Source: an optimization exercise on an open RTL-to-GDS flow (aim: small area). Production flows keep margins and buffers that such runs may drop.
In this exercise RTL edits were held to simulation tests only and were not proved equivalent to the original.
Power is estimated from default activity; no workload was simulated.

==> 10-10: inputs <==
Design gba_gpu_colorshade, start of the top module:
module gba_gpu_colorshade
(
   input             clk100,
   input             reset,
   input      [2:0]  shade_mode,
   input      [7:0]  pixel_in_x,
   input      [7:0]  pixel_in_y,
   input      [15:0] pixel_in_addr,
   input      [14:0] pixel_in_data,
   input             pixel_in_we,
   output reg [7:0]  pixel_out_x,
   output reg [7:0]  pixel_out_y,
   output reg [15:0] pixel_out_addr,
   output     [17:0] pixel_out_data,
   output reg        pixel_out_we
);
   reg        on_q;
   reg [1:0]  sel_q;      
   reg [7:0]  x_1, y_1;
   reg [15:0] addr_1;
   reg [14:0] d_1;
   reg        we_1;
   reg [30:0] q_2;        
   wire [30:0] q_sum;
   always @(posedge clk100) begin
      on_q   <= (shade_mode != 3'd0);
      sel_q  <= {shade_mode[2] | (shade_mode[1] & shade_mode[0]), ~shade_mode[2] & shade_mode[1]};
      x_1    <= pixel_in_x;
      y_1    <= pixel_in_y;
      addr_1 <= pixel_in_addr;
      d_1    <= pixel_in_data;
      we_1   <= pixel_in_we & ~reset;
      pixel_out_x    <= x_1;
      pixel_out_y    <= y_1;
      pixel_out_addr <= addr_1;
      pixel_out_we   <= we_1 & ~reset;
  ...
clock: 10.0 ns
lec_check: 0
abc_area: 1
cap_margin: 20
cell_pad_in_sites_detail_placement: 1
core_margin: 2
core_utilization: 40
gpl_timing_driven: 0
place_density: 0.5
setup_slack_margin: 0.5
slew_margin: 20
standard.sh (not shown) runs the stock make flow with config.mk's settings and CLKGATE_MAP_FILE= SYNTH_SCRIPT=/design/flow/synth_recipe.tcl, a recipe that flattens the netlist after the stock synthesis.
==> flow/flow/run.sh <==
#!/bin/bash
# Standard synthesis, then the combinational logic re-mapped with a stronger ABC script
# (registers untouched), then the standard layout flow from floorplan on, with the
# port buffers made of the smallest buffer cell.
set -euo pipefail
WORK=$(pwd)
R=$WORK/orfs/results/$FLOW_PLATFORM/gba_gpu_colorshade/base
YOSYS=$(command -v yosys || echo "$FLOW_HOME/../tools/install/yosys/bin/yosys")
bash standard.sh synth > $WORK/synth_standard.log 2>&1
cp $R/1_2_yosys.v $WORK/standard_1_2_yosys.v
LIBFILE=$FLOW_HOME/platforms/sky130hd/lib/sky130_fd_sc_hd__tt_025C_1v80.lib \
IN_NETLIST=$WORK/standard_1_2_yosys.v OUT_NETLIST=$WORK/reopt_1_2_yosys.v \
ABC_SCRIPT=$WORK/flow/reopt.abc \
  "$YOSYS" -c $WORK/flow/reopt.tcl > $WORK/reopt.log 2>&1
cp $WORK/reopt_1_2_yosys.v $R/1_2_yosys.v
rm -f $R/1_synth.odb $R/1_synth.sdc
bash standard.sh finish "BUFFER_PORTS_ARGS=-inputs -outputs -buffer_cell sky130_fd_sc_hd__buf_1" > $WORK/layout.log 2>&1
Other scripts of this flow, unchanged in this note and not shown: flow/flow/reopt.abc, flow/flow/reopt.tcl
==> inputs of 06-08, as changes to 10-10 <==
Settings changed: CORE_UTILIZATION 40 to 30, PLACE_DENSITY 0.5 to 0.38, SETUP_SLACK_MARGIN 0.5 to 0.6.
==> results.txt <==
- In 06-08 the clock skew is higher than in 10-10, by 7.5 ps.
- Against 10-10, the maximum frequency of 06-08 is higher by about 1.5%.
- Between 10-10 and 06-08, the lower cell count is in 10-10 (gap about 5%, measured against 06-08).
- Against 10-10, the first-iteration DRC count of 06-08 is smaller by 28%.
- Between 10-10 and 06-08, the lower critical path depth is in 10-10 (gap 6).
- In 10-10 the setup slack is worse than in 06-08, by 140 ps.
- Against 10-10, the non-clock buffer count of 06-08 is lower by 4.
- Hold slack: 06-08 is worse than 10-10 (7.8 ps).
- Synthesized cell count is the same in 06-08 and 10-10.
- Between 10-10 and 06-08, the lower via count is in 06-08 (gap 5.3%, measured against 06-08).
==> figures <==
                                                    06-08              10-10
Status                   no timing/DRC/antenna violations  no timing/DRC/antenna violations
Final nets                                           4092               4096
Placement-stage cell area                      22830 um^2         22560 um^2
Hold-critical path endpoint                pixel_out_x[5]  pixel_out_addr[5]
Vias in the first global route                      32780              34520
Static Leak                                   0.008268 uW        0.008320 uW
Min Clock Period, post-route                      9550 ps            9689 ps
Relative slew margins                              18.37%             8.796%
Power Dens Cells                            288.3 nW/um^2      294.5 nW/um^2
Power drawn by the clock network                   680 uW             676 uW
Data arrival time of the worst path               9900 ps           10100 ps
Worst clock skew                                 30.73 ps           23.25 ps
GRT Overall Usage                                  45.49%             58.89%
Maximum VDD drop                                 96.05 uV           149.5 uV
GP Congestion                                       1.123              1.226
Antenna violations before repair                        4                 10
Buffers, non-clock                                    123                127
Drt first pass iters                                    6                 13
Sequential share of cell area                      9.906%             9.998%
Required time at the worst-slack endpoint        10350 ps           10420 ps
Tap cell count                                        931                680
Post-route worst setup slack                     450.2 ps           311.3 ps

==> static timing again, ports no longer ideal <==
How much do the figures lean on ideal ports? The routed layouts below were timed once more, with nothing changed but the port constraints.
Step 1: set_driving_cell puts a clkbuf_16 on clk100 and a buf_2 on each other input, an assumption about the parent block.
Step 2 moves the port delays by t, midway between the first and last clock arrival at a register: inputs arrive t later, outputs are due t later. That takes back most of the time a late clock gives input paths.
a / b / c = ideal ports / drivers / drivers and shift; a / b = the first two.
run	shift t [ns]	slack for setup (ns)	worst slew at a driven data input, ns
10-10	0.567	0.311 / 0.311 / 0.311	0.06
06-08	0.546	0.450 / 0.450 / 0.450	0.08
After both steps setup and hold are still met in every run listed.
